Source: an optimization exercise on an open RTL-to-GDS flow (aim: small area, a short achievable clock period and few clock cycles). Production flows keep margins and buffers that such runs may drop.
The RTL was checked by simulation tests, not by an equivalence proof against the original design.
No activity file was given, so power comes from the tool's default toggle rates.

==> config.mk <==
export PLATFORM = sky130hd
export DESIGN_NAME = LCD_CTRL
export DESIGN_NICKNAME = LCD_CTRL
export VERILOG_FILES = /design/flow/design.v
export SDC_FILE = /design/flow/constraint.sdc
export NUM_CORES = 8
export LEC_CHECK = 0
export ABC_AREA = 1
export CAP_MARGIN = 20
export CORE_MARGIN = 2
export CORE_UTILIZATION = 55
export CTS_CLUSTER_DIAMETER = 100
export CTS_CLUSTER_SIZE = 24
export SLEW_MARGIN = 20
export SYNTH_HIERARCHICAL = 1
==> constraint.sdc <==
create_clock -name core_clock -period 10.0 [get_ports {clk}]
set_input_delay 2.0000 -clock core_clock [delete_from_list [all_inputs] [get_ports {clk}]]
set_output_delay 2.0000 -clock core_clock [all_outputs]
set_load 0.01 [all_outputs]
==> design.v <==
module LCD_CTRL(
    input clk, cmd_valid, reset,
    input [3:0] cmd,
    input [7:0] IROM_Q,
    output IRAM_valid, IROM_rd, busy, done,
    output [5:0] IROM_A,
    output [5:0] IRAM_A,
    output [7:0] IRAM_D
);
    reg [2:0] r, c;           
    reg [1:0] ri0, ri1, ci0, ci1;
    reg [1:0] pri0, pri1, pci0, pci1;   
    reg       busy_r, cv, cw, wph, done_r, rom_rd, ram_v;
    reg       rsp;            
    reg       smax, smin, savg;
    reg [9:0] ssum;           
    reg       sv;             
    reg [3:0] srow, scol;     
    reg [5:0] rom_a, ram_a, wend;
    reg [7:0] ram_d;
    reg [63:0] ld;            
    reg [7:0] x0, x1, x2, x3;  
    reg       l0, l1, l2, l3;  
    assign busy = busy_r;
    assign done = done_r;
    assign IROM_rd = rom_rd;
    assign IROM_A = rom_a;
    assign IRAM_valid = ram_v;
    assign IRAM_A = ram_a;
    assign IRAM_D = ram_d;
    wire wc = l0 & l1 & l2 & l3;              
    wire opx = cv & wc & (~savg | sv);
    wire g01 = x0 >= x1, g02 = x0 >= x2, g03 = x0 >= x3;
    wire g12 = x1 >= x2, g13 = x1 >= x3, g23 = x2 >= x3;
    wire [7:0] vmax = ({8{ g01 &  g02 &  g03}} & x0) | ({8{~g01 &  g12 &  g13}} & x1) |
                      ({8{~g02 & ~g12 &  g23}} & x2) | ({8{~g03 & ~g13 & ~g23}} & x3);
    wire [7:0] vmin = ({8{~g01 & ~g02 & ~g03}} & x0) | ({8{ g01 & ~g12 & ~g13}} & x1) |
                      ({8{ g02 &  g12 & ~g23}} & x2) | ({8{ g03 &  g13 &  g23}} & x3);
    function [8:0] add8;
        input [7:0] a, b;
        reg [7:0] g0, p0, g1, p1, g2, p2, g3;
        begin
            g0 = a & b; p0 = a ^ b;
            g1 = g0 | (p0 & {g0[6:0], 1'b0}); p1 = p0 & {p0[6:0], 1'b0};
            g2 = g1 | (p1 & {g1[5:0], 2'b0}); p2 = p1 & {p1[5:0], 2'b0};
            g3 = g2 | (p2 & {g2[3:0], 4'b0});
            add8 = {g3[7], p0 ^ {g3[6:0], 1'b0}};
        end
    endfunction
    function [9:0] add9;
        input [8:0] a, b;
        reg [8:0] g0, p0, g1, p1, g2, p2, g3, p3, g4;
        begin
            g0 = a & b; p0 = a ^ b;
            g1 = g0 | (p0 & {g0[7:0], 1'b0}); p1 = p0 & {p0[7:0], 1'b0};
            g2 = g1 | (p1 & {g1[6:0], 2'b0}); p2 = p1 & {p1[6:0], 2'b0};
            g3 = g2 | (p2 & {g2[4:0], 4'b0}); p3 = p2 & {p2[4:0], 4'b0};
            g4 = g3 | (p3 & {g3[0], 8'b0});
            add9 = {g4[8], p0 ^ {g4[7:0], 1'b0}};
        end
    endfunction
    wire [9:0] sum = add9(add8(x0, x1), add8(x2, x3));
    wire [7:0] vavg = ssum[9:2];
    wire [7:0] vsym = ({8{smax}} & vmax) | ({8{smin}} & vmin) | ({8{savg}} & vavg);
    wire [7:0] nv0 = vsym | ({8{srow[0]}} & x2) | ({8{scol[0]}} & x1);
    wire [7:0] nv1 = vsym | ({8{srow[1]}} & x3) | ({8{scol[1]}} & x0);
    wire [7:0] nv2 = vsym | ({8{srow[2]}} & x0) | ({8{scol[2]}} & x3);
    wire [7:0] nv3 = vsym | ({8{srow[3]}} & x1) | ({8{scol[3]}} & x2);
    wire [3:0] wi0 = {ri0, ci0}, wi1 = {ri0, ci1}, wi2 = {ri1, ci0}, wi3 = {ri1, ci1};
    wire [3:0] pi0 = {pri0, pci0}, pi1 = {pri0, pci1}, pi2 = {pri1, pci0}, pi3 = {pri1, pci1};
    wire chg0 = wi0 != pi0, chg1 = wi1 != pi1, chg2 = wi2 != pi2, chg3 = wi3 != pi3;
    wire land = rom_rd & ~wph;                 
    wire lb0 = land & ~rsp & ~rom_a[3] & ~rom_a[0];
    wire lb1 = land & ~rsp & ~rom_a[3] &  rom_a[0];
    wire lb2 = land & ~rsp &  rom_a[3] & ~rom_a[0];
    wire lb3 = land & ~rsp &  rom_a[3] &  rom_a[0];
    wire sh0 = land & rsp & ~rom_a[3] & ~rom_a[0];
    wire sh1 = land & rsp & ~rom_a[3] &  rom_a[0];
    wire sh2 = land & rsp &  rom_a[3] & ~rom_a[0];
    wire sh3 = land & rsp &  rom_a[3] &  rom_a[0];
    wire wstart = cw & ~wph;
    wire [7:0] wd0 = lb0 ? IROM_Q : x0;
    wire [7:0] wd1 = lb1 ? IROM_Q : x1;
    wire [7:0] wd2 = lb2 ? IROM_Q : x2;
    wire [7:0] wd3 = lb3 ? IROM_Q : x3;
    wire [7:0] y0, y1, y2, y3;
    lcd_bank b0 (.clk(clk), .wa(pi0), .wd(wd0), .ra(wi0), .rd(y0));
    lcd_bank b1 (.clk(clk), .wa(pi1), .wd(wd1), .ra(wi1), .rd(y1));
    lcd_bank b2 (.clk(clk), .wa(pi2), .wd(wd2), .ra(wi2), .rd(y2));
    lcd_bank b3 (.clk(clk), .wa(pi3), .wd(wd3), .ra(wi3), .rd(y3));
    wire [5:0] a0 = {ri0, 1'b0, ci0, 1'b0};    
    wire [5:0] a1 = {ri0, 1'b0, ci1, 1'b1};
    wire [5:0] a2 = {ri1, 1'b1, ci0, 1'b0};
    wire [5:0] a3 = {ri1, 1'b1, ci1, 1'b1};
    wire ld0 = ld[a0], ld1 = ld[a1], ld2 = ld[a2], ld3 = ld[a3];
    wire nl0 = chg0 ? (ld0 | sh0) : (l0 | lb0);
    wire nl1 = chg1 ? (ld1 | sh1) : (l1 | lb1);
    wire nl2 = chg2 ? (ld2 | sh2) : (l2 | lb2);
    wire nl3 = chg3 ? (ld3 | sh3) : (l3 | lb3);
    wire miss = ~(nl0 & nl1 & nl2 & nl3);
    wire [5:0] fa = ~nl0 ? a0 : ~nl1 ? a1 : ~nl2 ? a2 : a3;
    wire sym = smax | smin | savg;            
    wire xch = chg0 | chg1 | chg2 | chg3 | land;
    always @(posedge clk) ssum <= (opx & sym) ? {vsym, 2'b00} : sum;
    always @(posedge clk) begin
        if (reset) sv <= 1'b0;
        else sv <= opx | ~xch;
    end
    always @(posedge clk) begin
        x0 <= opx ? nv0 : chg0 ? ((sh0 & ~ld0) ? IROM_Q : y0) : lb0 ? IROM_Q : x0;
        x1 <= opx ? nv1 : chg1 ? ((sh1 & ~ld1) ? IROM_Q : y1) : lb1 ? IROM_Q : x1;
        x2 <= opx ? nv2 : chg2 ? ((sh2 & ~ld2) ? IROM_Q : y2) : lb2 ? IROM_Q : x2;
        x3 <= opx ? nv3 : chg3 ? ((sh3 & ~ld3) ? IROM_Q : y3) : lb3 ? IROM_Q : x3;
    end
    wire take = cmd_valid & ~busy_r;
    wire mu = take & (cmd == 4'd1) & (r != 3'd0);
    wire md = take & (cmd == 4'd2) & (r != 3'd6);
    wire ml = take & (cmd == 4'd3) & (c != 3'd0);
    wire mr = take & (cmd == 4'd4) & (c != 3'd6);
    wire is_op = cmd >= 4'd5;
    wire [2:0] ru = r - 3'd1, rd = r + 3'd1, cl = c - 3'd1, cr = c + 3'd1;
    wire [1:0] ru0 = ru[2:1] + {1'b0, ru[0]}, rd0 = rd[2:1] + {1'b0, rd[0]};
    wire [1:0] cl0 = cl[2:1] + {1'b0, cl[0]}, cr0 = cr[2:1] + {1'b0, cr[0]};
    wire [5:0] w = {r, c};
    wire [5:0] wfirst = wc ? w : rom_a;
    wire [5:0] wnext = (wstart ? wfirst : w) + 6'd1;
    wire [2:0] wr = wnext[5:3], wcl = wnext[2:0];
    wire       wlast = ram_v & (w == wend);     
    wire       wgo = wph & ~done_r & ~wlast;
    reg  [7:0] xs, ys;
    reg        nls;
    always @(*) begin
        case ({r[0], c[0]})
            2'b00: begin xs = x0; ys = y0; nls = ld[a0]; end
            2'b01: begin xs = x1; ys = y1; nls = ld[a1]; end
            2'b10: begin xs = x2; ys = y2; nls = ld[a2]; end
            default: begin xs = x3; ys = y3; nls = ld[a3]; end
        endcase
    end
    always @(posedge clk) begin
        ram_a <= wstart ? wfirst : w;
        ram_d <= wstart ? (wc ? xs : IROM_Q) : (nls ? ys : IROM_Q);
        if (wstart) wend <= wfirst;
    end
    wire cvn = (take & is_op) | (cv & ~opx);
    wire avgn = take ? (cmd == 4'd7) : savg;   
    wire svn = opx | ~xch;
    wire dd = r[0] ^ c[0];                    
    always @(posedge clk, posedge reset) begin
        if (reset) begin
            busy_r <= 1'b0;
            done_r <= 1'b0;
            rom_rd <= 1'b0;
            ram_v <= 1'b0;
        end else begin
            if (wph | wstart) begin
                busy_r <= 1'b1;
                ram_v <= wstart | wgo;
                if (wlast) done_r <= 1'b1;
                rom_rd <= wstart | wgo;
            end else begin
                rom_rd <= miss | mv_any;
                busy_r <= (take & (cmd == 4'd0)) | (cvn & (miss | (avgn & ~svn)));
            end
        end
    end
    always @(posedge clk) begin
        if (reset) begin
            r <= 3'd3; c <= 3'd3;
            ri0 <= 2'd2; ri1 <= 2'd1; ci0 <= 2'd2; ci1 <= 2'd1;
            pri0 <= 2'd2; pri1 <= 2'd1; pci0 <= 2'd2; pci1 <= 2'd1;
            cv <= 1'b0;
            cw <= 1'b0;
            wph <= 1'b0;
            rsp <= 1'b0;
            l0 <= 1'b0; l1 <= 1'b0; l2 <= 1'b0; l3 <= 1'b0;
        end else begin
            pri0 <= ri0; pri1 <= ri1; pci0 <= ci0; pci1 <= ci1;
            l0 <= nl0; l1 <= nl1; l2 <= nl2; l3 <= nl3;
            if (wph | wstart) begin
                wph <= 1'b1;
                cv <= 1'b0;
                if (wstart | wgo) begin
                    r <= wr; c <= wcl;
                    ri1 <= wr[2:1]; ri0 <= wr[2:1] + {1'b0, wr[0]};
                    ci1 <= wcl[2:1]; ci0 <= wcl[2:1] + {1'b0, wcl[0]};
                end
                rsp <= 1'b0;
            end else begin
                if (mu) begin r <= ru; ri1 <= ru[2:1]; ri0 <= ru0; end
                if (md) begin r <= rd; ri1 <= rd[2:1]; ri0 <= rd0; end
                if (ml) begin c <= cl; ci1 <= cl[2:1]; ci0 <= cl0; end
                if (mr) begin c <= cr; ci1 <= cr[2:1]; ci0 <= cr0; end
                rsp <= mv_any;
                cv <= cvn;
                if (take & (cmd == 4'd0)) cw <= 1'b1;
            end
        end
    end
    wire mv_any = mu | md | ml | mr;
    wire [5:0] fmv = mu ? {ru, c} : md ? {r + 3'd2, c} : ml ? {r, cl} : {r, c + 3'd2};
    always @(posedge clk) rom_a <= (wph | wstart) ? wnext : mv_any ? fmv : fa;
    integer q;
    always @(posedge clk) begin
        if (reset) ld <= 64'd0;
        else for (q = 0; q < 64; q = q + 1) if (land && rom_a == q) ld[q] <= 1'b1;
    end
    always @(posedge clk) begin
        if (take) begin
            smax <= cmd == 4'd5;
            smin <= cmd == 4'd6;
            savg <= cmd == 4'd7;
            srow[0] <= (cmd == 4'd10) | (cmd == 4'd8 &  dd) | (cmd == 4'd9 & ~dd);
            srow[1] <= (cmd == 4'd10) | (cmd == 4'd8 & ~dd) | (cmd == 4'd9 &  dd);
            srow[2] <= (cmd == 4'd10) | (cmd == 4'd8 & ~dd) | (cmd == 4'd9 &  dd);
            srow[3] <= (cmd == 4'd10) | (cmd == 4'd8 &  dd) | (cmd == 4'd9 & ~dd);
            scol[0] <= (cmd == 4'd11) | (cmd == 4'd8 & ~dd) | (cmd == 4'd9 &  dd);
            scol[1] <= (cmd == 4'd11) | (cmd == 4'd8 &  dd) | (cmd == 4'd9 & ~dd);
            scol[2] <= (cmd == 4'd11) | (cmd == 4'd8 &  dd) | (cmd == 4'd9 & ~dd);
            scol[3] <= (cmd == 4'd11) | (cmd == 4'd8 & ~dd) | (cmd == 4'd9 &  dd);
        end
    end
endmodule
module lcd_bank(
    input clk,
    input [3:0] wa, ra,
    input [7:0] wd,
    output [7:0] rd
);
    reg [7:0] m [0:15];
    integer k;
    always @(posedge clk)
        for (k = 0; k < 16; k = k + 1)
            if (wa == k) m[k] <= wd;
    assign rd = m[ra];
endmodule
==> flow/run.sh <==
#!/bin/bash
# The standard layout with three changes: plain buffers on the ports; in the otherwise standard
# (hierarchical) synthesis, the pixel banks (module lcd_bank) are mapped by an area-oriented ABC
# script (flow/bank.script) and the rest by the standard one; timing repair aiming for a setup
# slack of 7 ns at the 10 ns clock.
set -euo pipefail
here=$(pwd)
cat > own_synth.tcl <<EOF2
proc abc {args} {
  set i [lsearch -exact \$args -script]
  set a2 \$args
  lset a2 [expr {\$i + 1}] $here/flow/bank.script
  yosys abc {*}\$a2 lcd_bank
  yosys abc {*}\$args LCD_CTRL
}
EOF2
cat synth_recipe.tcl >> own_synth.tcl
export BUFFER_PORTS_ARGS="-buffer_cell sky130_fd_sc_hd__buf_4"
bash standard.sh SYNTH_SCRIPT=$here/own_synth.tcl SETUP_SLACK_MARGIN=7 finish > standard.log 2>&1
==> flow/bank.script <==
strash
dch
amap
topo
stime -c
==> standard.sh <==
#!/bin/bash
# synth_recipe.tcl (not shown) runs the flow's synth.tcl, then flattens the netlist and writes it again
# the make line also repeats each setting of config.mk as NAME=value (left out here)
make -C /OpenROAD-flow-scripts/flow DESIGN_CONFIG=/design/flow/config.mk WORK_HOME=/design/flow/orfs CLKGATE_MAP_FILE= SYNTH_SCRIPT=/design/flow/synth_recipe.tcl "${@:-finish}"
==> implementation parameters, run 1 <==
Parameter                              Value

Placed design
  Detailed placement HPWL ... 63830 microns
  Placed inst area ... around 0.033 sq mm
  Count of buffers from port buffering ... 38
  Placer congestion estimate ... 0.9760

Setup path
  Crit path max-delay cell type ... sky130_fd_sc_hd__dfrtp_2
  Critical path buffer and inverter count ... 1
  Worst R2R Start ... x1[0]
  Crit-path cells ... buf_6
  Arr. time, crit path ... 1.17 ns
  Startpoint types ... flip-flop
  Critical path peak fanout ... 2
  Type of destination of the critical path ... output port
  Critical path start-end classification ... reg -> out
  R2R cell count ... 16
  Crit path required time ... 8.00 ns
  Max incr delay on CP ... 0.45 ns
  CP delay by family, top ... flip-flops
  Internal reg-to-reg setup slack ... 7.00 ns
  Reg2Reg Capture Point ... ssum[7]

Hold path
  Worst-case hold path end point ... ld[34]
  Worst hold path cell count ... 2
  Launch point of the worst hold path ... ld[34]
  Worst min-delay path category ... reg -> reg

Logic synthesis
  Synth async-reset ratio ... 0.005882
  Number of instances in the synthesized netlist ... about 2900
  Prevailing post-synth register cell ... sky130_fd_sc_hd__edfxtp_1
  Post-Syn Nets ... 3001
  Sequential cell area fraction in the yosys report ... 0.6102
  Average instance area after synthesis ... about 11 sq um
  Count of warnings emitted by yosys ... 9
  FF+latch count, synth ... 680
  Post-synth cell types ... 55
  Number of enable-type register cells in the synthesized netlist ... 524
  Total standard cell area after synthesis ... approximately 0.031 sq mm

Drt
  Number of vias in the routed layout ... 24020
  Post-route ant nets ... 0
  Met2 wire length ... 42160 microns
  DRC errors left ... 0
  Routed wire per std cell ... between 20 and 25 microns
  Routed Wire Length ... 93530 microns
  First drt pass iteration count ... 6
  Vias per cell ... 6.292
  Routed metal-1 wirelength ... 39400 microns
  Detailed Route Iter0 Violations ... about 2700
  Uppermost layer routed ... met5
  Met3 Routed Length ... 8318 microns

Timing
  Number of hold-slack violations in the final timing report ... 0
  Max Clk Rate ... ~320 MHz
  Share of the cycle needed by the critical path after routing ... 0.3169
  Total negative slack ... 0 ns
  Finish-stage setup viols ... 0
  Setup skew after layout ... slightly above 0.04 ns
  Setup repair after global routing missed its margin ... yes
  Relative slew slack ... 0.3028
  Final slew viol count ... 0
  Transition time at the pin with the least slew margin ... between 1 and 1.5 ns
  Clock period minus final worst setup slack ... 3.169 ns

Clock tree
  Hold_buf cts ... 0
  CTS tree ... built
  Count of clock tree sinks ... between 600 and 700
  Clock network latency to the later pin of the worst-skew pair ... 0.60 ns
  H-tree lvl count ... 2
  Root Driver ... sky130_fd_sc_hd__clkbuf_16
  Clk slew on worst S/H paths ... 0.09 ns
  Buffer levels on the longest clock path ... 3
  Number of CTS-inserted buffers ... 36

Final layout
  Synth-to-Final Area Change ... 14.59%
  Post-layout nets ... 3149
  Cell area after layout ... 0.03545 sq mm
  Layout cell share with drive strength beyond 1 ... 0.1572

Global route
  Total grt overflow ... 0
  Maximum number of pins on one net before global-route repair ... 85
  Via count of the first global-routing pass ... 22600
  Global-route wire length before repair ... 138800 microns
  Total global routing track utilization ... 0.3193
  Initial antenna violation count ... 5

Floorplanning
  Cell row count ... 86
  Ports ... 39
  Area of the die ... 0.05817 sq mm
  Placeable core region ... 0.05531 sq mm
  Die outline height ... between 200 and 250 microns
  Die X ... 241.2 microns
  Effective utilization at floorplan ... 0.5594

Pwr
  Reported net switching power ... 0.003948 W
  Part of the power in the clock network ... 0.167
  Areal power density over the cells ... about 270 mW/mm^2
  Net Sw Frac ... 0.4054
  Tot Pwr ... 0.009739 W
  Combinational share of power ... 0.419
  Worst VDD drop ... 228.9 uV
  Power share of the sequential group ... 0.414
  Static Leak ... 12.71 nW
  Power Internal ... 0.005791 W

Flow run
  Reported max-cap violation count ... 0

Outcome
  Outcome ... finished clean
## layout make-up
type / instances / area [sq um]
antenna: 3 / 7.507
clock buffer: 54 / 989.7
clock inverter: 7 / 80.08
fill: 4454 / 19860
inverter: 288 / 1159
multi-input combinational: 1851 / 11630
sequential: 680 / 19010
tap: 748 / 935.9
timing repair buffer: 187 / 1635
## layout by cell type (no fill, tap or decap), types with 101 or more instances in the layout
cell,n
sky130_fd_sc_hd__inv_1,203
sky130_fd_sc_hd__nand3_1,101
sky130_fd_sc_hd__nand2_1,440
sky130_fd_sc_hd__dfxtp_1,104
sky130_fd_sc_hd__nand4_1,105
sky130_fd_sc_hd__a21oi_1,196
sky130_fd_sc_hd__a22oi_1,152
sky130_fd_sc_hd__edfxtp_1,524
sky130_fd_sc_hd__nor2_1,233
sky130_fd_sc_hd__buf_4,148
## Yosys cell counts (all sizes together), types with 6 or more instances
| cell type | instances | share of area |
|---|---|---|
| inv | 229 | 0.028 |
| nor2 | 258 | 0.033 |
| nand4 | 106 | 0.022 |
| xnor2 | 7 | 0.0020 |
| o221ai | 33 | 0.0093 |
| a211o | 32 | 0.0091 |
| a22oi | 152 | 0.037 |
| buf | 40 | 0.0085 |
| nor2b | 8 | 0.0016 |
| o21bai | 8 | 0.0019 |
| and2 | 9 | 0.0018 |
| nand3b | 6 | 0.0015 |
| o21ai | 144 | 0.024 |
| ha | 88 | 0.036 |
| nor4 | 62 | 0.013 |
| a221oi | 9 | 0.0025 |
| nand2 | 454 | 0.055 |
| dfxtp | 152 | 0.098 |
| or2 | 13 | 0.0026 |
| edfxtp | 524 | 0.51 |
| nor3 | 17 | 0.0038 |
| o211ai | 24 | 0.0058 |
| a21oi | 208 | 0.034 |
| nand3 | 117 | 0.019 |
| o2111ai | 24 | 0.0068 |
| clkbuf | 39 | 0.0047 |
| clkinv | 59 | 0.0072 |
| xor2 | 18 | 0.0051 |
| a222oi | 32 | 0.010 |
## Yosys stat by module, one instance, submodules excluded
module / flops+latches / cells / area (sq um)
LCD_CTRL: 168 / 1832 / 12130
lcd_bank: 128 / 266 / 4702
## cell families (layout without fill, tap and decap cells)
family                     count (synthesis)  after routing  synth area share
and+or+nand+nor                         1050           1052            0.1530
AOI/OAI and AO/OA                        684            684            0.1447
DFF                                      680            680            0.6102
buffers and inverters                    367            536           0.04821
adders and majority gates                 90             90           0.03688
xor gates and xnor gates                  25             25          0.007077
other                                      0              3                 0
## through the flow
step           cells  hold slack [ns]  setup WS (ns)  utilization
6_report        3818           0.4620          6.831       0.6410
3_3_place_gp    3660           0.4437          6.067       0.5869
5_1_grt         3815           0.4758          6.799       0.6408
4_1_cts         3774           0.4610          6.796       0.6266
2_1_floorplan   2896           0.4315          6.751            -
3_5_place_dp    3661           0.4477          6.087       0.5877
## power by group through the flow
stage / Combinational (W) / Sequential, W / Clock (W)
2_1_floorplan: 0.00231 / 0.00391 / 0
3_3_place_gp: 0.00331 / 0.00408 / 0
3_5_place_dp: 0.00340 / 0.00408 / 0
4_1_cts: 0.00366 / 0.00402 / 0.00164
5_1_grt: 0.00445 / 0.00404 / 0.00174
6_report: 0.00408 / 0.00404 / 0.00163
## metal layers
metal / vias up / GRT usage
met3: 201 / 0.06016
met4: 4 / 0.1107
met5: - / 0
met2: 1116 / 0.4982
li1: 10950 / -
met1: 11750 / 0.4498
## state kept, by name, indices dropped and copies added (netlist names), 8 cells and up
name / cells
b0.m: 128
x3: 8
ram_d: 8
ssum: 8
b3.m: 128
x2: 8
x0: 8
x1: 8
ld: 64
b2.m: 128
b1.m: 128
## timing repair
action	4_1_cts	5_1_grt
buffers inserted	52	38
pin swaps	29	26
endpoints found under the hold margin	0	0
gates cloned	0	3
resized for setup	190	100
setup endpoints to repair	196	113
## worst max path at each step
stage	startpoint	endpoint	slack (ns)	cells past startpoint
CTS	busy_r	busy	6.80	1
finish	rom_rd	IROM_rd	6.83	1
floorplan	IROM_Q[0]	x1[0]	6.75	6
global route	x1[0]	ssum[7]	6.80	16
detailed placement	reset	ri0[1]	6.09	5
global placement	reset	ri0[1]	6.07	5
## worst min-delay path, stage by stage, from the launching register on
cell and delay [ns]:
sky130_fd_sc_hd__dfxtp_1 0.31, sky130_fd_sc_hd__inv_1 0.06, sky130_fd_sc_hd__a21oi_1 0.06
Testbench counts, summed over its fixed seeds: cycles 11,201.
==> run 2, diff against run 1 <==
--- a/design.v
+++ b/design.v
@@ -103,5 +103,5 @@
     wire xch = chg0 | chg1 | chg2 | chg3 | land;
     always @(posedge clk) ssum <= (opx & sym) ? {vsym, 2'b00} : sum;
-    always @(posedge clk) begin
+    always @(posedge clk, posedge reset) begin
         if (reset) sv <= 1'b0;
         else sv <= opx | ~xch;
@@ -149,29 +149,15 @@
     always @(posedge clk, posedge reset) begin
         if (reset) begin
-            busy_r <= 1'b0;
-            done_r <= 1'b0;
-            rom_rd <= 1'b0;
-            ram_v <= 1'b0;
-        end else begin
-            if (wph | wstart) begin
-                busy_r <= 1'b1;
-                ram_v <= wstart | wgo;
-                if (wlast) done_r <= 1'b1;
-                rom_rd <= wstart | wgo;
-            end else begin
-                rom_rd <= miss | mv_any;
-                busy_r <= (take & (cmd == 4'd0)) | (cvn & (miss | (avgn & ~svn)));
-            end
-        end
-    end
-    always @(posedge clk) begin
-        if (reset) begin
             r <= 3'd3; c <= 3'd3;
             ri0 <= 2'd2; ri1 <= 2'd1; ci0 <= 2'd2; ci1 <= 2'd1;
             pri0 <= 2'd2; pri1 <= 2'd1; pci0 <= 2'd2; pci1 <= 2'd1;
+            busy_r <= 1'b0;
             cv <= 1'b0;
             cw <= 1'b0;
             wph <= 1'b0;
+            done_r <= 1'b0;
+            rom_rd <= 1'b0;
             rsp <= 1'b0;
+            ram_v <= 1'b0;
             l0 <= 1'b0; l1 <= 1'b0; l2 <= 1'b0; l3 <= 1'b0;
         end else begin
@@ -181,4 +167,6 @@
                 wph <= 1'b1;
                 cv <= 1'b0;
+                ram_v <= wstart | wgo;
+                if (wlast) done_r <= 1'b1;
                 if (wstart | wgo) begin
                     r <= wr; c <= wcl;
@@ -186,4 +174,5 @@
                     ci1 <= wcl[2:1]; ci0 <= wcl[2:1] + {1'b0, wcl[0]};
                 end
+                rom_rd <= wstart | wgo;
                 rsp <= 1'b0;
             end else begin
@@ -192,7 +181,9 @@
                 if (ml) begin c <= cl; ci1 <= cl[2:1]; ci0 <= cl0; end
                 if (mr) begin c <= cr; ci1 <= cr[2:1]; ci0 <= cr0; end
+                rom_rd <= miss | mv_any;
                 rsp <= mv_any;
                 cv <= cvn;
                 if (take & (cmd == 4'd0)) cw <= 1'b1;
+                busy_r <= (take & (cmd == 4'd0)) | (cvn & (miss | (avgn & ~svn)));
             end
         end
--- a/config.mk
+++ b/config.mk
@@ -12,4 +12,5 @@
 export CTS_CLUSTER_DIAMETER = 100
 export CTS_CLUSTER_SIZE = 24
+export GPL_ROUTABILITY_DRIVEN = 0
 export SLEW_MARGIN = 20
 export SYNTH_HIERARCHICAL = 1
==> run 2 against run 1 <==
Still clean. Clock skew fell by 0.0078 ns. Utilization decreased by 0.069 points. Flip-flop and latch count is the same. Register-to-register slack got worse by 0.04 ns. Largest cell class unchanged. Largest power group unchanged.
==> implementation parameters, run 2 <==
Parameter                              Value

Drt
  Detailed Route Iter0 Violations ... 2544
  First drt pass iteration count ... 10
  DRC errors left ... 0
  Vias per cell ... 6.289
  Post-route ant nets ... 0
  Routed wire per std cell ... around 25 microns
  Number of vias in the routed layout ... ~24000
  Routed Wire Length ... 93560 microns

Timing
  Setup skew after layout ... 0.03302 ns
  Clock period minus final worst setup slack ... 3.170 ns
  Max Clk Rate ... 315.5 MHz
  Finish-stage setup viols ... 0
  Relative slew slack ... 0.2835
  Number of hold-slack violations in the final timing report ... 0
  Setup repair after global routing missed its margin ... yes
  Final slew viol count ... 0
  Total negative slack ... 0 ns
  Share of the cycle needed by the critical path after routing ... 0.3170
  Transition time at the pin with the least slew margin ... about 1.1 ns
  Worst hold slack ... ~0.46 ns

Global route
  Total global routing track utilization ... 0.3123
  Via count of the first global-routing pass ... 23050
  Global-route wire length before repair ... 139400 microns
  Initial antenna violation count ... 0
  Total grt overflow ... 0
  Maximum number of pins on one net before global-route repair ... 67

Logic synthesis
  List of most frequent post-synthesis cells ... sky130_fd_sc_hd__edfxtp_1, sky130_fd_sc_hd__nand2_1, sky130_fd_sc_hd__nor2_1
  Prevailing post-synth register cell ... sky130_fd_sc_hd__edfxtp_1
  Number of enable-type register cells in the synthesized netlist ... approximately 520
  Cell taking the most area after synthesis ... sky130_fd_sc_hd__edfxtp_1
  Ranking of synthesized cells by area ... sky130_fd_sc_hd__edfxtp_1, sky130_fd_sc_hd__dfxtp_1, sky130_fd_sc_hd__nand2_1
  Average instance area after synthesis ... 10.85 sq um
  Count of warnings emitted by yosys ... 9
  Synth async-reset ratio ... 0.04559
  Post-Syn Nets ... slightly below 3000
  Fraction of synthesized cell area taken by the top area cell type ... 0.5056
  FF+latch count, synth ... 680
  Number of instances in the synthesized netlist ... 2868
  Post-synth cell types ... 60
  Total standard cell area after synthesis ... 0.03112 sq mm
  Sequential cell area fraction in the yosys report ... 0.6113
  Top-count cell post-synth ... sky130_fd_sc_hd__edfxtp_1

Setup path
  Critical path buffer and inverter count ... 1
  Max incr delay on CP ... about 0.45 ns
  Critical path start-end classification ... reg -> out
  Critical path peak fanout ... 2
  Arr. time, crit path ... around 1.2 ns
  Crit path required time ... 8.00 ns
  Type of destination of the critical path ... output port
  CP delay by family, top ... flip-flops
  Number of cells on the critical path ... 1
  Crit-path cells ... buf_6
  Startpoint types ... flip-flop
  Crit path max-delay cell type ... sky130_fd_sc_hd__dfrtp_2
  R2R cell count ... 17

Pwr
  Worst VDD drop ... 390.1 uV
  Areal power density over the cells ... between 300 and 400 mW/mm^2
  Static Leak ... 12.91 nW

Placed design
  Detailed placement HPWL ... 63540 microns
  Count of buffers from port buffering ... 38

Floorplanning
  Die outline height ... 241.9 microns
  Placeable core region ... 0.05617 sq mm
  Die X ... 241.9 microns
  Effective utilization at floorplan ... 0.5541
  Ports ... 39
  Area of the die ... 0.05851 sq mm
  Cell row count ... 87

Clock tree
  Number of CTS-inserted buffers ... 35
  Buffer levels on the longest clock path ... 3
  Count of clock tree sinks ... 680
  CTS tree ... built
  Clk slew on worst S/H paths ... roughly 0.10 ns
  Root Driver ... sky130_fd_sc_hd__clkbuf_16
  H-tree lvl count ... 2
  Clock network latency to the later pin of the worst-skew pair ... 0.59 ns

Final layout
  Filler Cell Count ... 4498
  Final antenna diode count ... 0
  Synth-to-Final Area Change ... 15.55%
  Post-layout nets ... 3141
  Layout cell share with drive strength beyond 1 ... 0.1664
  Leading cell type in the layout, fill and taps excluded ... sky130_fd_sc_hd__edfxtp_1
  Most frequent cells in the layout ... sky130_fd_sc_hd__edfxtp_1, sky130_fd_sc_hd__nand2_1, sky130_fd_sc_hd__nor2_1

Flow run
  Reported max-cap violation count ... 0

Outcome
  Outcome ... finished clean

Hold path
  Worst hold path cell count ... 2
  Worst min-delay path category ... reg -> reg
==> run 2: worst paths after layout <==
kind / from / end / slack, ns
max in group asynchronous: reset / c[2] / 7.58
setup / recovery: busy_r / busy / 6.83
min in group asynchronous: reset / l1 / 1.89
hold / removal: ld[2] / ld[2] / 0.46
setup reg to reg: x3[2] / ssum[9] / 6.96
hold reg to reg: ld[2] / ld[2] / 0.46
==> run 2: cell type report <==
type                    count  area, sq um  share of cell area
repair buffers            204         1968             0.05472
clock inverters             4        65.06            0.001809
multi-input cells        1824        11650              0.3239
clock buffers              56         1028             0.02860
well taps                 756        945.9             0.02630
inverters                 290         1147             0.03190
flip-flops and latches    680        19160              0.5328
==> run 2: modules after synthesis (local to each module, per instance) <==
module    cells inside  flip-flops and latches  times used  area, sq um
LCD_CTRL          1804                     168           1        12320
lcd_bank           266                     128           4         4702
==> run 2: kinds of logic (layout without fill, tap and decap cells) <==
| logic type | after synthesis | in the layout | synth area share |
|---|---|---|---|
| XOR/XNOR | 32 | 32 | 0.009005 |
| flip-flops | 680 | 680 | 0.6113 |
| buffers and inverters | 365 | 554 | 0.04852 |
| adder cells (fa/ha/maj) | 91 | 91 | 0.03707 |
| AND/OR/NAND/NOR | 1009 | 1010 | 0.1485 |
| AO/OA/AOI/OAI | 691 | 691 | 0.1456 |
==> run 2: metal layers <==
metal | part of all wire | global-route usage | wire length [microns]
met1 | 0.40 | 0.4272 | 37760
met2 | 0.47 | 0.5039 | 43690
met3 | 0.090 | 0.05305 | 8395
met4 | 0.040 | 0.1166 | 3705
met5 | 0 | 0 | 0
==> run 2: metrics by stage <==
| stage | total power [W] | cell area, sq um | utilization | worst slack, ns | instances |
|---|---|---|---|---|---|
| 6_report | 0.01303 | 35960 | 0.6403 | 6.830 | 3814 |
| 5_1_grt | 0.01378 | 35960 | 0.6403 | 6.785 | 3814 |
| 4_1_cts | 0.01249 | 35350 | 0.6293 | 6.819 | 3779 |
| 3_5_place_dp | 0.01029 | 32700 | 0.5822 | 6.089 | 3639 |
| 3_3_place_gp | 0.01014 | 32670 | 0.5816 | 6.078 | 3639 |
| 2_1_floorplan | 0.008224 | 31330 | - | 6.757 | 2868 |
==> run 2: power breakdown <==
| group | total, W | leakage [nW] | internal [W] | switching (W) |
|---|---|---|---|---|
| registers | 0.00455 | 6.18 | 0.00405 | 0.000496 |
| clock network | 0.00164 | 0.527 | 0.000750 | 0.000887 |
| logic | 0.00685 | 6.20 | 0.00238 | 0.00447 |
==> run 2: what timing repair did <==
action,4_1_cts,5_1_grt
hold buffers,0,0
buffers inserted,79,32
gates cloned,1,3
resized for setup,181,76
endpoints found under the setup margin,341,115
pin swaps,44,42
endpoints found under the hold margin,0,0
Testbench counts of run 2, summed over its fixed seeds: cycles 11,201.
==> run 3, diff against run 2 <==
--- a/config.mk
+++ b/config.mk
@@ -6,5 +6,5 @@
 export NUM_CORES = 8
 export LEC_CHECK = 0
-export ABC_AREA = 1
+export ABC_AREA = 0
 export CAP_MARGIN = 20
 export CORE_MARGIN = 2
@@ -12,5 +12,4 @@
 export CTS_CLUSTER_DIAMETER = 100
 export CTS_CLUSTER_SIZE = 24
-export GPL_ROUTABILITY_DRIVEN = 0
 export SLEW_MARGIN = 20
 export SYNTH_HIERARCHICAL = 1
==> run 3 against run 2 <==
Still clean. Critical path depth unchanged. Final area down 0.78%. Via count down 7.9%. Largest cell class unchanged. Highest routed layer unchanged.
==> implementation parameters, run 3 <==
Parameter                              Value

Floorplanning
  Effective utilization at floorplan ... 0.5592
  Placeable core region ... 0.05403 sq mm
  Area of the die ... between 0.05 and 0.06 sq mm
  Die outline height ... roughly 240 microns
  Cell row count ... 85
  Die X ... 238.4 microns
  Ports ... 39

Placed design
  Count of buffers from port buffering ... 38
  Placed inst area ... ~0.032 sq mm
  Placed Instances ... ~3100
  Detailed placement HPWL ... about 59000 microns
  Placer congestion estimate ... 0.9356

Global route
  Total global routing track utilization ... 0.3184
  Via count of the first global-routing pass ... 21050
  Global-route wire length before repair ... 134900 microns
  Initial antenna violation count ... 1
  Total grt overflow ... 0
  Maximum number of pins on one net before global-route repair ... 66

Drt
  DRC errors left ... 0
  Number of vias in the routed layout ... 22090
  First drt pass iteration count ... 9
  Routed wire per std cell ... 28.23 microns
  Routed Wire Length ... approximately 93000 microns
  Detailed Route Iter0 Violations ... 2888
  Vias per cell ... 6.682
  Post-route ant nets ... 0

Logic synthesis
  Count of warnings emitted by yosys ... 9
  Fraction of synthesized cell area taken by the top area cell type ... 0.5208
  Prevailing post-synth register cell ... sky130_fd_sc_hd__edfxtp_1
  Sequential cell area fraction in the yosys report ... 0.6298
  Total standard cell area after synthesis ... roughly 0.030 sq mm
  Number of enable-type register cells in the synthesized netlist ... 524
  Top-count cell post-synth ... sky130_fd_sc_hd__edfxtp_1
  List of most frequent post-synthesis cells ... sky130_fd_sc_hd__edfxtp_1, sky130_fd_sc_hd__nor2_1, sky130_fd_sc_hd__a22oi_1
  Number of instances in the synthesized netlist ... 2389
  Synth async-reset ratio ... 0.04559
  Post-synth cell types ... 80
  Ranking of synthesized cells by area ... sky130_fd_sc_hd__edfxtp_1, sky130_fd_sc_hd__dfxtp_1, sky130_fd_sc_hd__a22oi_1
  Cell taking the most area after synthesis ... sky130_fd_sc_hd__edfxtp_1
  Post-Syn Nets ... 2495
  Average instance area after synthesis ... between 10 and 15 sq um
  FF+latch count, synth ... 680

Setup path
  Worst R2R Start ... x0[0]
  CP startpoint ... rom_rd
  Arr. time, crit path ... 1.18 ns
  Startpoint types ... flip-flop
  Critical path start-end classification ... reg -> out
  Crit-path cells ... buf_6
  CP delay by family, top ... flip-flops
  Max incr delay on CP ... roughly 0.46 ns
  Critical path buffer and inverter count ... 1
  Critical path peak fanout ... 2
  Crit path required time ... 8.00 ns
  Type of destination of the critical path ... output port
  Crit path max-delay cell type ... sky130_fd_sc_hd__dfrtp_2

Final layout
  Cell area after layout ... 0.03568 sq mm
  Most frequent cells in the layout ... sky130_fd_sc_hd__edfxtp_1, sky130_fd_sc_hd__nor2_1, sky130_fd_sc_hd__a22oi_1
  Layout cell share with drive strength beyond 1 ... 0.2337
  Core Util, Final ... 0.6605
  Post-layout nets ... about 2700
  Area taken by flip-flops and latches ... 0.01918 sq mm
  Synth-to-Final Area Change ... 18.11%
  Final Instance Count excl. Fillers ... approximately 3300
  Final antenna diode count ... 0
  Leading cell type in the layout, fill and taps excluded ... sky130_fd_sc_hd__edfxtp_1
  Area used by multi-input combinational logic ... around 0.012 sq mm
  Filler Cell Count ... 3985

Timing
  Transition time at the pin with the least slew margin ... 1.119 ns
  Final slew viol count ... 0
  Relative slew slack ... 0.2502
  Share of the cycle needed by the critical path after routing ... 0.3181
  Max Clk Rate ... about 310 MHz
  Clock period minus final worst setup slack ... 3.181 ns
  Finish-stage setup viols ... 0
  Setup repair after global routing missed its margin ... yes
  Total negative slack ... 0 ns
  Number of hold-slack violations in the final timing report ... 0
  Setup skew after layout ... between 0.03 and 0.04 ns

Pwr
  Areal power density over the cells ... approximately 380 mW/mm^2
  Static Leak ... between 10 and 15 nW
  Worst VDD drop ... 393.2 uV

Flow run
  Reported max-cap violation count ... 0

Outcome
  Outcome ... finished clean

Clock tree
  H-tree lvl count ... 2
  Clk slew on worst S/H paths ... 0.10 ns
  Count of clock tree sinks ... just under 700
  Clock network latency to the later pin of the worst-skew pair ... 0.60 ns
  Buffer levels on the longest clock path ... 3
  CTS tree ... built
  Root Driver ... sky130_fd_sc_hd__clkbuf_16
  Number of CTS-inserted buffers ... 35

Hold path
  Worst min-delay path category ... reg -> reg
  Launch point of the worst hold path ... ld[34]
-- run 3: repair_timing --
action | in CTS | in global routing
resized for setup | 211 | 173
hold buffers | 0 | 0
pin swaps | 19 | 116
cloned | 5 | 3
setup endpoints to repair | 181 | 83
setup buffers | 52 | 84
-- run 3: kinds of logic (layout without fill, tap and decap cells) --
logic type	after synthesis	in the layout	share of synthesized area
AND/OR/NAND/NOR	648	649	0.1021
AO/OA/AOI/OAI	633	635	0.1501
buffers and inverters	198	416	0.02564
flip-flops	680	680	0.6298
adder cells (fa/ha/maj)	91	91	0.03818
multiplexers	90	90	0.03997
XOR/XNOR	49	49	0.01421
-- run 3: final timing paths --
path                            cells after the start  slack, ns      end
min in group asynchronous                           2       1.88  pci0[0]
worst max-delay path                                1       6.82  IROM_rd
worst min-delay path                                2       0.47   ld[34]
worst max register to register                     14       6.88    x3[2]
worst min register to register                      2       0.47   ld[34]
max in group asynchronous                           2       7.55   ci0[0]
-- run 3: per-module statistics from Yosys, one instance, submodules excluded --
module / copies in the design / cells / cell area (sq um)
LCD_CTRL: 1 / 1325 / 11400
lcd_bank: 4 / 266 / 4702
-- run 3: metrics by stage --
step | hold WS (ns) | total power [W] | setup WS, ns
5_1_grt | 0.4966 | 0.01426 | 6.764
3_3_place_gp | 0.4393 | 0.01004 | 5.843
4_1_cts | 0.4775 | 0.01256 | 6.797
6_report | 0.4702 | 0.01365 | 6.819
3_5_place_dp | 0.4533 | 0.01018 | 6.158
2_1_floorplan | 0.4284 | 0.008064 | 6.692
-- run 3: final cells by class --
type | count | share of cell area
Inverter | 110 | 0.01339
Clock inverter | 5 | 0.001964
Clock buffer | 58 | 0.02756
Tap cell | 696 | 0.02440
Sequential cell | 680 | 0.5376
Multi-Input combinational cell | 1514 | 0.3327
Timing Repair Buffer | 243 | 0.06238
-- run 3: per-layer routing --
metal	vias up	part of all wire	global-route usage
li1	9739	-	-
met1	10980	0.42	0.4458
met2	1081	0.46	0.5049
met3	292	0.079	0.05391
met4	0	0.045	0.1146
met5	-	0	0
-- run 3: power breakdown --
part           leakage [nW]  total (W)  switching [W]  internal (W)
combinational          5.81    0.00736        0.00440       0.00296
clock                 0.503    0.00161       0.000909      0.000698
sequential             6.20    0.00468       0.000551       0.00413
total                  12.5     0.0136        0.00586       0.00779
==> run 4, diff against run 3 <==
--- a/design.v
+++ b/design.v
@@ -193,5 +193,5 @@
     always @(posedge clk) rom_a <= (wph | wstart) ? wnext : mv_any ? fmv : fa;
     integer q;
-    always @(posedge clk) begin
+    always @(posedge clk, posedge reset) begin
         if (reset) ld <= 64'd0;
         else for (q = 0; q < 64; q = q + 1) if (land && rom_a == q) ld[q] <= 1'b1;
--- a/flow/run.sh
+++ b/flow/run.sh
@@ -3,5 +3,5 @@
 # (hierarchical) synthesis, the pixel banks (module lcd_bank) are mapped by an area-oriented ABC
 # script (flow/bank.script) and the rest by the standard one; timing repair aiming for a setup
-# slack of 7 ns at the 10 ns clock.
+# slack of 7.2 ns at the 10 ns clock.
 set -euo pipefail
 here=$(pwd)
@@ -17,3 +17,3 @@
 cat synth_recipe.tcl >> own_synth.tcl
 export BUFFER_PORTS_ARGS="-buffer_cell sky130_fd_sc_hd__buf_4"
-bash standard.sh SYNTH_SCRIPT=$here/own_synth.tcl SETUP_SLACK_MARGIN=7 finish > standard.log 2>&1
+bash standard.sh SYNTH_SCRIPT=$here/own_synth.tcl SETUP_SLACK_MARGIN=7.2 finish > standard.log 2>&1
--- a/config.mk
+++ b/config.mk
@@ -6,5 +6,5 @@
 export NUM_CORES = 8
 export LEC_CHECK = 0
-export ABC_AREA = 0
+export ABC_AREA = 1
 export CAP_MARGIN = 20
 export CORE_MARGIN = 2
==> run 4 against run 3 <==
Die area grew 3.5%. Clock power shrank 3%. Largest power group unchanged. Critical path type unchanged. Still clean on timing, DRC and antenna. Maximum frequency shrank 0.47%. Sequential power grew 4%. Setup slack lost 0.015 ns. Register-to-register slack gained 0.15 ns.
==> implementation parameters, run 4 <==
Parameter                              Value

Logic synthesis
  Ranking of synthesized cells by area ... sky130_fd_sc_hd__edfxtp_1, sky130_fd_sc_hd__dfrtp_1, sky130_fd_sc_hd__nand2_1
  Post-synth cell types ... 59
  Top-count cell post-synth ... sky130_fd_sc_hd__edfxtp_1
  Sequential cell area fraction in the yosys report ... 0.6185
  Post-Syn Nets ... 2939
  Number of enable-type register cells in the synthesized netlist ... 524
  Average instance area after synthesis ... 11.04 sq um
  Prevailing post-synth register cell ... sky130_fd_sc_hd__edfxtp_1
  Count of warnings emitted by yosys ... 9
  Cell taking the most area after synthesis ... sky130_fd_sc_hd__edfxtp_1
  Fraction of synthesized cell area taken by the top area cell type ... 0.5031
  Number of instances in the synthesized netlist ... 2833
  Synth async-reset ratio ... 0.1397
  List of most frequent post-synthesis cells ... sky130_fd_sc_hd__edfxtp_1, sky130_fd_sc_hd__nand2_1, sky130_fd_sc_hd__inv_1
  FF+latch count, synth ... 680
  Total standard cell area after synthesis ... 0.03128 sq mm

Pwr
  Tot Pwr ... around 0.015 W
  Reported net switching power ... ~0.0067 W
  Part of the power in the clock network ... 0.106
  Net Sw Frac ... 0.4566
  Power share of the sequential group ... 0.331
  Combinational share of power ... 0.563
  Static Leak ... 13.82 nW
  Worst VDD drop ... 236.3 uV
  Areal power density over the cells ... 392.9 mW/mm^2
  Power Internal ... about 0.0080 W

Setup path
  CP delay by family, top ... flip-flops
  R2R cell count ... 18
  Max incr delay on CP ... roughly 0.46 ns
  Critical path start-end classification ... reg -> out
  Crit-path cells ... buf_6
  Crit path required time ... 8.00 ns
  Reg2Reg Capture Point ... ssum[8]
  Crit path max-delay cell type ... sky130_fd_sc_hd__dfrtp_2
  Critical path peak fanout ... 2
  Type of destination of the critical path ... output port
  Internal reg-to-reg setup slack ... 7.03 ns
  Worst R2R Start ... x1[2]
  Startpoint types ... flip-flop
  Arr. time, crit path ... 1.20 ns
  Critical path buffer and inverter count ... 1

Floorplanning
  Ports ... 39
  Die outline height ... roughly 240 microns
  Effective utilization at floorplan ... 0.5558
  Die X ... roughly 240 microns
  Area of the die ... 0.05879 sq mm
  Placeable core region ... between 0.05 and 0.06 sq mm
  Cell row count ... 87

Drt
  Vias per cell ... 6.330
  DRC errors left ... 0
  Number of vias in the routed layout ... 24270
  Routed Wire Length ... 97210 microns
  Post-route ant nets ... 0
  Routed wire per std cell ... 25.36 microns
  Detailed Route Iter0 Violations ... 2857
  First drt pass iteration count ... 6

Timing
  Number of hold-slack violations in the final timing report ... 0
  Relative slew slack ... 0.2400
  Final slew viol count ... 0
  Worst hold slack ... about 0.46 ns
  Max Clk Rate ... 312.9 MHz
  Transition time at the pin with the least slew margin ... 1.130 ns
  Finish-stage setup viols ... 0
  Setup repair after global routing missed its margin ... yes
  Setup skew after layout ... 0.02149 ns
  Final WS setup ... 6.804 ns
  Share of the cycle needed by the critical path after routing ... 0.3196
  Total negative slack ... 0 ns
  Clock period minus final worst setup slack ... about 3.2 ns

Clock tree
  Hold_buf cts ... 0
  Clock network latency to the later pin of the worst-skew pair ... 0.60 ns
  CTS tree ... built
  H-tree lvl count ... 2
  Buffer levels on the longest clock path ... 3
  Root Driver ... sky130_fd_sc_hd__clkbuf_16
  Number of CTS-inserted buffers ... 35
  Clk slew on worst S/H paths ... 0.11 ns
  Count of clock tree sinks ... 680

Final layout
  Leading cell type in the layout, fill and taps excluded ... sky130_fd_sc_hd__edfxtp_1
  Cell area after layout ... 0.03741 sq mm
  Post-layout nets ... 3169
  Layout cell share with drive strength beyond 1 ... 0.2222
  Final antenna diode count ... 0
  Synth-to-Final Area Change ... 19.60%
  Most frequent cells in the layout ... sky130_fd_sc_hd__edfxtp_1, sky130_fd_sc_hd__nand2_1, sky130_fd_sc_hd__inv_1

Global route
  Met3 Use GR ... 0.03778
  Via count of the first global-routing pass ... ~23000
  GR met2 Demand/Resource ... 0.5392
  Maximum number of pins on one net before global-route repair ... 70
  Total global routing track utilization ... 0.3241
  Global-route wire length before repair ... 144300 microns
  Busiest grt layer ... met2
  Initial antenna violation count ... 1
  Met1 layer usage reported by global route ... 0.4379
  Total grt overflow ... 0

Flow run
  Reported max-cap violation count ... 0

Placed design
  Count of buffers from port buffering ... 38
  Detailed placement HPWL ... 65440 microns
  Placement Setup Slack ... approximately 6.2 ns
  Placer congestion estimate ... 0.9403
  Placed inst area ... 0.03305 sq mm

Hold path
  Launch point of the worst hold path ... ld[45]
  Worst-case hold path end point ... ld[45]
  Worst hold path cell count ... 2
  Worst min-delay path category ... reg -> reg

Outcome
  Outcome ... finished clean
-- run 4: changes by cell type in the layout (fill, tap and decap cells not counted), sizes merged, moves of 64 or more --
| cell | before | now |
|---|---|---|
| inv | 56 | 243 |
| nand3 | 27 | 129 |
| dfrtp | 21 | 85 |
| o21ai | 64 | 201 |
| dfxtp | 125 | 61 |
| nand2 | 171 | 421 |
-- run 4: final cells by class --
class                      instances  area, sq um
clock buffer                      44        909.6
clock inverter                     8        86.33
fill                            4380        18870
inverter                         308         1279
multi-input combinational       1778        12150
sequential                       680        19480
tap                              756        945.9
timing repair buffer             260         2552
-- run 4: how the worst max path moves through the flow --
| stage | start | to | slack (ns) | cells after the start |
|---|---|---|---|---|
| 2_1_floorplan | cmd_valid | rom_a[5] | 6.73 | 9 |
| 3_3_place_gp | ci0[1] | ram_d[5] | 6.25 | 11 |
| 3_5_place_dp | ci0[1] | ram_d[3] | 6.24 | 11 |
| 4_1_cts | rom_rd | IROM_rd | 6.78 | 1 |
| 5_1_grt | rom_rd | IROM_rd | 6.78 | 1 |
| 6_report | rom_rd | IROM_rd | 6.80 | 1 |
-- run 4: per-stage QoR --
stage | utilization | cells
after floorplan | - | 2833
after CTS | 0.6350 | 3748
after global placement | 0.5861 | 3612
final | 0.6647 | 3834
after detailed placement | 0.5872 | 3612
after global routing | 0.6647 | 3834
-- run 4: timing repair --
action,4_1_cts,5_1_grt
cloned,1,3
pin swaps,72,134
setup endpoints to repair,108,89
setup buffers,83,83
resized for setup,252,187
-- run 4: power by group through the flow --
stage               combinational (W)  sequential [W]  clock (W)
global placement              0.00602         0.00489          0
detailed placement            0.00613         0.00490          0
global route                  0.00890         0.00490    0.00167
finish                        0.00828         0.00486    0.00156
CTS                           0.00717         0.00483    0.00158
floorplan                     0.00409         0.00465          0
-- run 4: per-layer routing --
| metal | up-vias | share of wire |
|---|---|---|
| met5 | - | 0.000072 |
| met4 | 2 | 0.047 |
| met3 | 242 | 0.074 |
| met2 | 1138 | 0.48 |
| met1 | 12000 | 0.40 |
| li1 | 10890 | - |
-- run 4: logic make-up after synthesis --
kind of cell | after synthesis | synth area share
AOI/OAI and AO/OA | 680 | 0.1442
xor gates and xnor gates | 29 | 0.008121
adders and majority gates | 91 | 0.03688
buffers and inverters | 377 | 0.04848
DFF | 680 | 0.6185
and+or+nand+nor | 976 | 0.1438
-- run 4: modules after synthesis, one instance, submodules excluded --
module    cell area [sq um]  cells inside  copies in the design
LCD_CTRL              12470          1769                     1
lcd_bank               4702           266                     4
Testbench counts of run 4, summed over its fixed seeds: cycles 11,201.
==> run 5, diff against run 4 <==
--- a/flow/run.sh
+++ b/flow/run.sh
@@ -3,5 +3,5 @@
 # (hierarchical) synthesis, the pixel banks (module lcd_bank) are mapped by an area-oriented ABC
 # script (flow/bank.script) and the rest by the standard one; timing repair aiming for a setup
-# slack of 7.2 ns at the 10 ns clock.
+# slack of 6.9 ns at the 10 ns clock.
 set -euo pipefail
 here=$(pwd)
@@ -17,3 +17,3 @@
 cat synth_recipe.tcl >> own_synth.tcl
 export BUFFER_PORTS_ARGS="-buffer_cell sky130_fd_sc_hd__buf_4"
-bash standard.sh SYNTH_SCRIPT=$here/own_synth.tcl SETUP_SLACK_MARGIN=7.2 finish > standard.log 2>&1
+bash standard.sh SYNTH_SCRIPT=$here/own_synth.tcl SETUP_SLACK_MARGIN=6.9 finish > standard.log 2>&1
==> run 5 against run 4 <==
Final cell count fell by 1.0%. Clock skew grew 0.011 ns. Die area stayed put. Via count increased by 0.14%. Synthesized cell count unchanged. Flip-flop and latch count unchanged. Combinational power decreased by 13%. Final area fell by 3.7%. Critical path depth stayed put. Hold slack got worse by 0.00052 ns. Non-clock buffer count is 50 lower. Total power fell by 6.6%. Critical endpoint unchanged.
==> implementation parameters, run 5 <==
Parameter                              Value

Pwr
  Net Sw Frac ... 0.4609
  Part of the power in the clock network ... 0.117
  Static Leak ... between 10 and 15 nW
  Power share of the sequential group ... 0.357
  Areal power density over the cells ... 380.9 mW/mm^2
  Combinational share of power ... 0.525
  Reported net switching power ... ~0.0063 W
  Power Internal ... 0.007397 W
  Worst VDD drop ... 310.5 uV

Setup path
  Worst R2R Start ... x1[2]
  R2R cell count ... 16
  Critical path start-end classification ... reg -> out
  CP delay by family, top ... flip-flops
  Crit-path cells ... buf_6
  Crit path max-delay cell type ... sky130_fd_sc_hd__dfrtp_1
  Type of destination of the critical path ... output port
  Arr. time, crit path ... 1.15 ns
  Reg2Reg Capture Point ... ssum[9]
  Startpoint types ... flip-flop
  Critical path buffer and inverter count ... 1
  Critical path peak fanout ... 2
  Max incr delay on CP ... 0.42 ns
  Crit path required time ... about 8 ns
  CP startpoint ... rom_rd
  Worst setup endpoint ... IROM_rd
  Number of cells on the critical path ... 1
  Internal reg-to-reg setup slack ... approximately 6.9 ns

Logic synthesis
  Average instance area after synthesis ... 11.04 sq um
  Fraction of synthesized cell area taken by the top area cell type ... 0.5031
  Sequential cell area fraction in the yosys report ... 0.6185
  List of most frequent post-synthesis cells ... sky130_fd_sc_hd__edfxtp_1, sky130_fd_sc_hd__nand2_1, sky130_fd_sc_hd__inv_1
  Top-count cell post-synth ... sky130_fd_sc_hd__edfxtp_1
  Ranking of synthesized cells by area ... sky130_fd_sc_hd__edfxtp_1, sky130_fd_sc_hd__dfrtp_1, sky130_fd_sc_hd__nand2_1
  Cell taking the most area after synthesis ... sky130_fd_sc_hd__edfxtp_1
  Prevailing post-synth register cell ... sky130_fd_sc_hd__edfxtp_1
  Count of warnings emitted by yosys ... 9
  Post-Syn Nets ... 2939
  Number of enable-type register cells in the synthesized netlist ... 524
  Total standard cell area after synthesis ... 0.03128 sq mm
  Synth async-reset ratio ... 0.1397
  FF+latch count, synth ... 680
  Number of instances in the synthesized netlist ... around 2800
  Post-synth cell types ... around 60

Timing
  Transition time at the pin with the least slew margin ... 1.171 ns
  Max Clk Rate ... between 300 and 400 MHz
  Total negative slack ... 0 ns
  Setup skew after layout ... 0.03288 ns
  Share of the cycle needed by the critical path after routing ... 0.3148
  Number of hold-slack violations in the final timing report ... 0
  Final slew viol count ... 0
  Setup repair after global routing missed its margin ... yes
  Finish-stage setup viols ... 0
  Clock period minus final worst setup slack ... 3.148 ns
  Relative slew slack ... 0.2126

Clock tree
  H-tree lvl count ... 2
  Hold_buf cts ... 0
  Number of CTS-inserted buffers ... 35
  Count of clock tree sinks ... 680
  Buffer levels on the longest clock path ... 3
  CTS tree ... built
  Clk slew on worst S/H paths ... 0.10 ns
  Root Driver ... sky130_fd_sc_hd__clkbuf_16
  Clock network latency to the later pin of the worst-skew pair ... 0.60 ns

Drt
  Post-route ant nets ... 0
  Routed wire per std cell ... 25.87 microns
  Number of vias in the routed layout ... between 20000 and 25000
  DRC errors left ... 0
  First drt pass iteration count ... 7
  Routed Wire Length ... approximately 98000 microns
  Detailed Route Iter0 Violations ... 2941
  Vias per cell ... 6.406

Final layout
  Leading cell type in the layout, fill and taps excluded ... sky130_fd_sc_hd__edfxtp_1
  Area taken by flip-flops and latches ... 0.01948 sq mm
  Layout cell share with drive strength beyond 1 ... 0.1731
  Post-layout nets ... 3117
  Synth-to-Final Area Change ... 15.19%
  Most frequent cells in the layout ... sky130_fd_sc_hd__edfxtp_1, sky130_fd_sc_hd__nand2_1, sky130_fd_sc_hd__inv_1
  Filler Cell Count ... about 4400
  Area used by multi-input combinational logic ... roughly 0.012 sq mm
  Core Util, Final ... 0.6402
  Final antenna diode count ... 0

Global route
  Maximum number of pins on one net before global-route repair ... between 70 and 80
  Initial antenna violation count ... 1
  Global-route wire length before repair ... between 100000 and 150000 microns
  Via count of the first global-routing pass ... 22780
  Total global routing track utilization ... 0.3264
  Total grt overflow ... 0

Placed design
  Detailed placement HPWL ... 67000 microns
  Placer congestion estimate ... around 0.94
  Count of buffers from port buffering ... 38

Floorplanning
  Ports ... 39
  Area of the die ... between 0.05 and 0.06 sq mm
  Die outline height ... about 240 microns
  Effective utilization at floorplan ... 0.5558
  Cell row count ... 87
  Placeable core region ... around 0.056 sq mm
  Die X ... ~240 microns

Hold path
  Worst min-delay path category ... reg -> reg

Flow run
  Reported max-cap violation count ... 0

Outcome
  Outcome ... finished clean
## run 5: cell counts after synthesis
Identical to the previous run, type by type.
## run 5: final cells by class
type                            count  area share
Sequential cell                   680      0.5406
Multi-Input combinational cell   1776      0.3208
Timing Repair Buffer              210     0.04897
Inverter                          308     0.03414
Clock buffer                       58     0.02730
Tap cell                          756     0.02625
Clock inverter                      6    0.001945
## run 5: through the flow
step | total power (W) | hold slack, ns | worst slack, ns | std cells | instance area (sq um)
floorplan | 0.008662 | 0.4219 | 6.631 | 2833 | 31370
CTS | 0.01296 | 0.4662 | 6.683 | 3743 | 34980
global route | 0.01449 | 0.4789 | 6.774 | 3794 | 36030
global placement | 0.01083 | 0.4352 | 5.968 | 3615 | 32900
finish | 0.01372 | 0.4637 | 6.852 | 3794 | 36030
detailed placement | 0.01098 | 0.4432 | 6.002 | 3616 | 32930
## run 5: what timing repair did
item	4_1_cts	5_1_grt
gates resized for setup	133	119
setup endpoints to repair	362	146
setup buffers	63	48
pin swaps	27	34
gates cloned	0	2
## run 5: cells by family after synthesis
group,Yosys count,share of synthesized area
and+or+nand+nor,976,0.1438
AOI/OAI and AO/OA,680,0.1442
DFF,680,0.6185
buffers and inverters,377,0.04848
adders and majority gates,91,0.03688
xor gates and xnor gates,29,0.008121
## run 5: how the worst min path moves through the flow
stage	start	endpoint	slack, ns	cells past startpoint
floorplan	ld[10]	ld[10]	0.42	2
global placement	ld[58]	ld[58]	0.44	2
detailed placement	ld[10]	ld[10]	0.44	2
CTS	ld[58]	ld[58]	0.47	2
global route	ld[8]	ld[8]	0.48	1
finish	ld[27]	ld[27]	0.46	2
## run 5: modules after synthesis, one instance, submodules excluded
module	flip-flops and latches	area [sq um]	cells inside
LCD_CTRL	168	12470	1769
lcd_bank	128	4702	266
## run 5: routing by layer
layer	up-vias	GRT usage	share of wire
met2	1322	0.5052	0.45
li1	10800	-	-
met4	0	0.1113	0.041
met3	225	0.04974	0.095
met5	-	0	0
met1	11960	0.4738	0.41
## run 5: power groups by stage
| stage | logic, W | registers, W | clock network, W |
|---|---|---|---|
| 2_1_floorplan | 0.00400 | 0.00466 | 0 |
| 5_1_grt | 0.00783 | 0.00495 | 0.00172 |
| 3_3_place_gp | 0.00592 | 0.00491 | 0 |
| 3_5_place_dp | 0.00605 | 0.00494 | 0 |
| 4_1_cts | 0.00643 | 0.00490 | 0.00163 |
| 6_report | 0.00721 | 0.00490 | 0.00161 |
==> run 6, diff against run 5 <==
--- a/design.v
+++ b/design.v
@@ -193,5 +193,5 @@
     always @(posedge clk) rom_a <= (wph | wstart) ? wnext : mv_any ? fmv : fa;
     integer q;
-    always @(posedge clk, posedge reset) begin
+    always @(posedge clk) begin
         if (reset) ld <= 64'd0;
         else for (q = 0; q < 64; q = q + 1) if (land && rom_a == q) ld[q] <= 1'b1;
--- a/flow/run.sh
+++ b/flow/run.sh
@@ -3,5 +3,5 @@
 # (hierarchical) synthesis, the pixel banks (module lcd_bank) are mapped by an area-oriented ABC
 # script (flow/bank.script) and the rest by the standard one; timing repair aiming for a setup
-# slack of 6.9 ns at the 10 ns clock.
+# slack of 7 ns at the 10 ns clock; clock tree options in CTS_ARGS.
 set -euo pipefail
 here=$(pwd)
@@ -16,4 +16,5 @@
 EOF2
 cat synth_recipe.tcl >> own_synth.tcl
+export CTS_ARGS="-sink_clustering_enable -repair_clock_nets -sink_clustering_size 24 -sink_clustering_max_diameter 100 -sink_clustering_levels 1"
 export BUFFER_PORTS_ARGS="-buffer_cell sky130_fd_sc_hd__buf_4"
-bash standard.sh SYNTH_SCRIPT=$here/own_synth.tcl SETUP_SLACK_MARGIN=6.9 finish > standard.log 2>&1
+bash standard.sh SYNTH_SCRIPT=$here/own_synth.tcl SETUP_SLACK_MARGIN=7 finish > standard.log 2>&1
==> run 6 against run 5 <==
Still clean on timing, DRC and antenna. Hold slack worse by 0.0033 ns. Utilization decreased by 0.32 points. Area after synthesis shrank 0.50%. Largest power group unchanged. Critical endpoint is now busy.
==> implementation parameters, run 6 <==
Parameter                              Value

Final layout
  Layout cell share with drive strength beyond 1 ... 0.1648
  Filler Cell Count ... 4510
  Synth-to-Final Area Change ... 14.95%
  Final antenna diode count ... 0
  Most frequent cells in the layout ... sky130_fd_sc_hd__edfxtp_1, sky130_fd_sc_hd__nand2_1, sky130_fd_sc_hd__nor2_1
  Leading cell type in the layout, fill and taps excluded ... sky130_fd_sc_hd__edfxtp_1
  Post-layout nets ... 3134

Logic synthesis
  List of most frequent post-synthesis cells ... sky130_fd_sc_hd__edfxtp_1, sky130_fd_sc_hd__nand2_1, sky130_fd_sc_hd__nor2_1
  Cell taking the most area after synthesis ... sky130_fd_sc_hd__edfxtp_1
  Number of instances in the synthesized netlist ... 2868
  FF+latch count, synth ... between 600 and 700
  Top-count cell post-synth ... sky130_fd_sc_hd__edfxtp_1
  Fraction of synthesized cell area taken by the top area cell type ... 0.5056
  Post-Syn Nets ... 2974
  Synth async-reset ratio ... 0.04559
  Total standard cell area after synthesis ... 0.03112 sq mm
  Post-synth cell types ... 60
  Ranking of synthesized cells by area ... sky130_fd_sc_hd__edfxtp_1, sky130_fd_sc_hd__dfxtp_1, sky130_fd_sc_hd__nand2_1
  Prevailing post-synth register cell ... sky130_fd_sc_hd__edfxtp_1
  Average instance area after synthesis ... 10.85 sq um
  Sequential cell area fraction in the yosys report ... 0.6113

Placed design
  Count of buffers from port buffering ... 38
  Placer congestion estimate ... 0.9489

Clock tree
  Count of clock tree sinks ... 680
  Number of CTS-inserted buffers ... 34
  Buffer levels on the longest clock path ... 3
  H-tree lvl count ... 2
  CTS tree ... built
  Clock network latency to the later pin of the worst-skew pair ... 0.59 ns
  Root Driver ... sky130_fd_sc_hd__clkbuf_16

Drt
  Routed wire per std cell ... 25.35 microns
  Uppermost layer routed ... met4
  Number of vias in the routed layout ... 24250
  DRC errors left ... 0
  Vias per cell ... 6.366
  Met2 wire length ... 45480 microns
  Detailed Route Iter0 Violations ... 2838
  Routed Wire Length ... 96550 microns

Timing
  Clock period minus final worst setup slack ... about 3.2 ns
  Max Clk Rate ... 315.7 MHz
  Setup repair after global routing missed its margin ... yes
  Number of hold-slack violations in the final timing report ... 0
  Transition time at the pin with the least slew margin ... 1.106 ns
  Finish-stage setup viols ... 0
  Final slew viol count ... 0
  Relative slew slack ... 0.2601
  Total negative slack ... 0 ns

Outcome
  Outcome ... finished clean

Floorplanning
  Effective utilization at floorplan ... 0.5541
  Cell row count ... 87
  Die outline height ... 241.9 microns
  Ports ... 39
  Placeable core region ... ~0.056 sq mm

Setup path
  Startpoint types ... flip-flop
  Crit path max-delay cell type ... sky130_fd_sc_hd__dfrtp_2
  Crit path required time ... roughly 8.0 ns
  Arr. time, crit path ... 1.17 ns
  Critical path start-end classification ... reg -> out
  Type of destination of the critical path ... output port
  Crit-path cells ... buf_6
  CP delay by family, top ... flip-flops
  Critical path buffer and inverter count ... 1

Global route
  Total grt overflow ... 0
  Maximum number of pins on one net before global-route repair ... 66
  Via count of the first global-routing pass ... about 23000
  Total global routing track utilization ... 0.3221
  Initial antenna violation count ... 0

Pwr
  Areal power density over the cells ... 361.8 mW/mm^2
  Static Leak ... 12.78 nW
  Worst VDD drop ... between 400 and 500 uV

Flow run
  Reported max-cap violation count ... 0
[run 6: changes by cell type after synthesis, moves of 17 or more]
cell	change
sky130_fd_sc_hd__a21oi_1	+54
sky130_fd_sc_hd__dfrtp_1	-64
sky130_fd_sc_hd__dfxtp_1	+64
sky130_fd_sc_hd__inv_1	-21
sky130_fd_sc_hd__nor2_1	+29
sky130_fd_sc_hd__o21ai_0	-51
sky130_fd_sc_hd__o21ai_1	+20
sky130_fd_sc_hd__o21bai_1	-17
[run 6: cells by family (layout without fill, tap and decap cells)]
group / after synthesis / count (layout) / synth area share
compound gates: 691 / 691 / 0.1456
xor+xnor: 32 / 32 / 0.009005
fa+ha+maj: 91 / 91 / 0.03707
buf+inv: 365 / 549 / 0.04852
flops: 680 / 680 / 0.6113
simple gates: 1009 / 1010 / 0.1485
[run 6: path summary, 6_finish.rpt]
kind | startpoint | end | slack, ns | depth (start not counted)
max | busy_r | busy | 6.83 | 1
min | ld[10] | ld[10] | 0.46 | 2
max reg2reg | x3[2] | ssum[9] | 6.98 | 18
min reg2reg | ld[10] | ld[10] | 0.46 | 2
max in group asynchronous | reset | c[2] | 7.57 | 2
min in group asynchronous | reset | l0 | 1.89 | 2
[run 6: timing repair]
action,CTS,global route
endpoints found under the setup margin,376,177
setup buffers,58,43
cloned,0,2
gates resized for setup,183,68
pin swaps,33,34
[run 6: where the power goes]
part	internal (W)	switching, W
Sequential	0.00405	0.000506
Combinational	0.00230	0.00452
Clock	0.000680	0.000885
Total	0.00703	0.00591
[run 6: layout make-up]
| type | count | area (sq um) | share of cell area |
|---|---|---|---|
| inverters | 290 | 1154 | 0.03224 |
| multi-input cells | 1824 | 11680 | 0.3266 |
| flip-flops and latches | 680 | 19150 | 0.5352 |
| well taps | 756 | 945.9 | 0.02644 |
| clock buffers | 59 | 975.9 | 0.02728 |
| clock inverters | 2 | 25.02 | 0.0006994 |
| repair buffers | 198 | 1844 | 0.05155 |
[run 6: per-stage QoR]
step | std cells | instance area [sq um] | hold slack, ns | setup slack, ns
after floorplan | 2868 | 31330 | 0.4301 | 6.757
after global placement | 3642 | 32730 | 0.4380 | 6.140
final | 3809 | 35780 | 0.4604 | 6.833
after global routing | 3809 | 35780 | 0.4819 | 6.806
after detailed placement | 3644 | 32750 | 0.4440 | 6.110
after CTS | 3763 | 35120 | 0.4589 | 6.819
[run 6: metal layers]
| metal | up-vias | GRT usage |
|---|---|---|
| li1 | 10890 | - |
| met1 | 12040 | 0.4434 |
| met2 | 1097 | 0.5225 |
| met3 | 219 | 0.04817 |
| met4 | 0 | 0.1182 |
| met5 | - | 0 |
[run 6: per-module statistics from Yosys, one instance, submodules excluded]
module | cell area, sq um | cells inside
LCD_CTRL | 12320 | 1804
lcd_bank | 4702 | 266
Testbench counts of run 6, summed over its fixed seeds: cycles 11,201.
